Source: an optimization exercise on an open RTL-to-GDS flow (aim: small area and a short achievable clock period). Production flows keep margins and buffers that such runs may drop. Function was checked by simulation only, so behaviour that the tests miss may differ from the original. No activity file was given, so power comes from the tool's default toggle rates.

## bit_population_counter
module bit_population_counter #(
  parameter WIDTH                 = 256
) (
  input  logic                    clk_i,
  input  logic                    srst_i,
  input  logic [WIDTH-1:0]        data_i,
  input  logic                    data_val_i,
  output logic [$clog2(WIDTH):0]  data_o,
  output logic                    data_val_o
);
Settings: LEC_CHECK=0, CAP_MARGIN=20, CORE_MARGIN=2, CORE_UTILIZATION=65, CTS_BUF_LIST=sky130_fd_sc_hd__clkbuf_8, SLEW_MARGIN=20, SYNTH_HIERARCHICAL=1; clock period 11.0 ns.
standard.sh (not shown) runs the stock make flow with config.mk's settings and CLKGATE_MAP_FILE= SYNTH_SCRIPT=/design/flow/synth_recipe.tcl, a recipe that flattens the netlist after the stock synthesis.
==> flow/flow/run.sh <==
#!/bin/bash
# The standard layout (standard.sh), with plain buf_1 cells as the port buffers and a
# small clock tree. The make output goes to standard.log; each ORFS step logs to orfs/logs/.
set -euo pipefail
export BUFFER_PORTS_ARGS="-buffer_cell sky130_fd_sc_hd__buf_1"
export CTS_ARGS="-sink_clustering_enable -repair_clock_nets -dont_use_dummy_load -buf_list sky130_fd_sc_hd__clkbuf_8"
export SETUP_SLACK_MARGIN=5.6
export SETUP_MOVE_SEQUENCE=swap
bash standard.sh > standard.log 2>&1
Change:
--- a/flow/flow/run.sh
+++ b/flow/flow/run.sh
@@ -6,4 +6,2 @@
 export CTS_ARGS="-sink_clustering_enable -repair_clock_nets -dont_use_dummy_load -buf_list sky130_fd_sc_hd__clkbuf_8"
-export SETUP_SLACK_MARGIN=5.6
-export SETUP_MOVE_SEQUENCE=swap
 bash standard.sh > standard.log 2>&1
--- a/flow/config.mk
+++ b/flow/config.mk
@@ -11,2 +11,3 @@
 export CTS_BUF_LIST = sky130_fd_sc_hd__clkbuf_8
+export PLACE_DENSITY = 0.85
 export SLEW_MARGIN = 20
Cell count does not change.
Die area is unchanged.
Total power decreases by a few percent.
Global-route usage decreases by 1.3 points.
Via count decreases slightly.
Utilization decreases by 0.70 points.
Non-clock buffer count stays the same.
Count of clock-buffer cells in the layout stays the same.
Combinational power decreases by a few percent.
Cell area decreases slightly.
Synthesized cell count does not change.
Change:
--- a/flow/config.mk
+++ b/flow/config.mk
@@ -9,5 +9,4 @@
 export CORE_MARGIN = 2
-export CORE_UTILIZATION = 65
+export CORE_UTILIZATION = 75
 export CTS_BUF_LIST = sky130_fd_sc_hd__clkbuf_8
-export PLACE_DENSITY = 0.85
 export SLEW_MARGIN = 20
Outcome: This time the run stopped in clock tree synthesis; area after synthesis stays the same; synthesized cell count does not change.

========
bit_population_counter, a different RTL version from the one above (not shown whole).
Size: ~290 cells after synthesis, about 20 flip-flops.
Settings: LEC_CHECK=0, ABC_AREA=1, CAP_MARGIN=20, CORE_MARGIN=2, CORE_UTILIZATION=40, CTS_BUF_LIST=sky130_fd_sc_hd__clkbuf_8, SLEW_MARGIN=20, SYNTH_HIERARCHICAL=1; clock period 11.0 ns.
==> flow/flow/run.sh <==
#!/bin/bash
# The standard layout, with plain buf_1 cells as the port buffers and a small clock tree.
set -euo pipefail
export BUFFER_PORTS_ARGS="-buffer_cell sky130_fd_sc_hd__buf_1"
export CTS_ARGS="-sink_clustering_enable -repair_clock_nets -dont_use_dummy_load -buf_list sky130_fd_sc_hd__clkbuf_8"
bash standard.sh > standard.log 2>&1
==> next run, changes <==
==> flow/flow/run.sh (replaced) <==
#!/bin/bash
# The standard layout, with plain buf_1 cells as the port buffers.
set -euo pipefail
export BUFFER_PORTS_ARGS="-buffer_cell sky130_fd_sc_hd__buf_1"
bash standard.sh > standard.log 2>&1
ABC_AREA = not set   (was 1)
CTS_BUF_LIST = not set   (was sky130_fd_sc_hd__clkbuf_8)
Result: Synthesized cell count shrinks slightly; routed wire length went down slightly; setup slack loses 0.010 ns; cell count stays the same; total power came out higher slightly; core utilization came out higher by 0.51 points; worst hold slack gains 0.054 ns; combinational power barely changes; die area is about the same.

========
## job 101
bit_population_counter with an RTL version that a note above also has.
For scale: ~290 cells after synthesis, roughly 21 flip-flops, roughly 270 I/O pins.
==> flow/design.v (excerpt) <==
module bit_population_counter #(
  parameter WIDTH                 = 256
) (
  input  logic                    clk_i,
  input  logic                    srst_i,
  input  logic [WIDTH-1:0]        data_i,
  input  logic                    data_val_i,
  output logic [$clog2(WIDTH):0]  data_o,
  output logic                    data_val_o
);
clock: 11.0 ns
lec_check: 0
cap_margin: 20
core_margin: 2
core_utilization: 65
cts_buf_list: sky130_fd_sc_hd__clkbuf_8
slew_margin: 20
synth_hierarchical: 1
==> flow/flow/run.sh <==
#!/bin/bash
# The standard layout (standard.sh), with plain buf_1 cells as the port buffers and a
# small clock tree. The make output goes to standard.log; each ORFS step logs to orfs/logs/.
set -euo pipefail
export BUFFER_PORTS_ARGS="-buffer_cell sky130_fd_sc_hd__buf_1"
export CTS_ARGS="-sink_clustering_enable -repair_clock_nets -dont_use_dummy_load -buf_list sky130_fd_sc_hd__clkbuf_8"
export SETUP_SLACK_MARGIN=5.6
bash standard.sh > standard.log 2>&1
Job 101: flow completed, timing, DRC and antenna clean
#### Input delta (job 102 over job 101)
--- a/flow/flow/run.sh
+++ b/flow/flow/run.sh
@@ -6,3 +6,2 @@
 export CTS_ARGS="-sink_clustering_enable -repair_clock_nets -dont_use_dummy_load -buf_list sky130_fd_sc_hd__clkbuf_8"
-export SETUP_SLACK_MARGIN=5.6
 bash standard.sh > standard.log 2>&1
==> comparison <==
- Comparing job 101 and job 102, power is lower on job 102.
- Job 102: full flow OK, the timing, design-rule and antenna checks passed
- Measured against each other, job 101 and job 102 differ in proportion of layout cells with a drive suffix above 1, the lower figure coming from job 102.
- Relative to job 101, the final cell area reported for job 102 is lower.

## what the ideal ports hide
No port has a modelled driver above. Below, the same layouts with a new extraction and two added sets of constraints.
Step 1 (the two cells are an assumption about what drives the block):
set clk [get_ports {clk_i}]
set_driving_cell -lib_cell sky130_fd_sc_hd__clkbuf_16 $clk
set_driving_cell -lib_cell sky130_fd_sc_hd__buf_2 [delete_from_list [all_inputs] $clk]
Step 2 also shifts input and output timing later by t, the mid clock arrival at the registers, as if the neighbouring blocks saw the same clock.
Three values: no drivers, after step 1, after step 2; two values: the first two.
run | t (ns) | slack for setup (ns) | worst register clock-pin slew, ns
the first run of note 1 | 0.274 | 5.347 / 5.343 / 5.069 | 0.08 / 0.08
the second run of note 1 | 0.281 | 5.301 / 5.303 / 5.022 | 0.08 / 0.08
the first run of note 2 | 0.279 | 5.184 / 5.191 / 4.913 | 0.07 / 0.07
the second run of note 2 | 0.281 | 5.174 / 5.179 / 4.898 | 0.06 / 0.06
job 101 | 0.276 | 5.298 / 5.287 / 5.011 | 0.08 / 0.08
job 102 | 0.283 | 5.303 / 5.297 / 5.013 | 0.07 / 0.07
After both steps setup and hold are still met in every run listed. The setup slack of job 102, which loses most, moves by -0.006 ns with the drivers and by -0.290 ns with both steps.
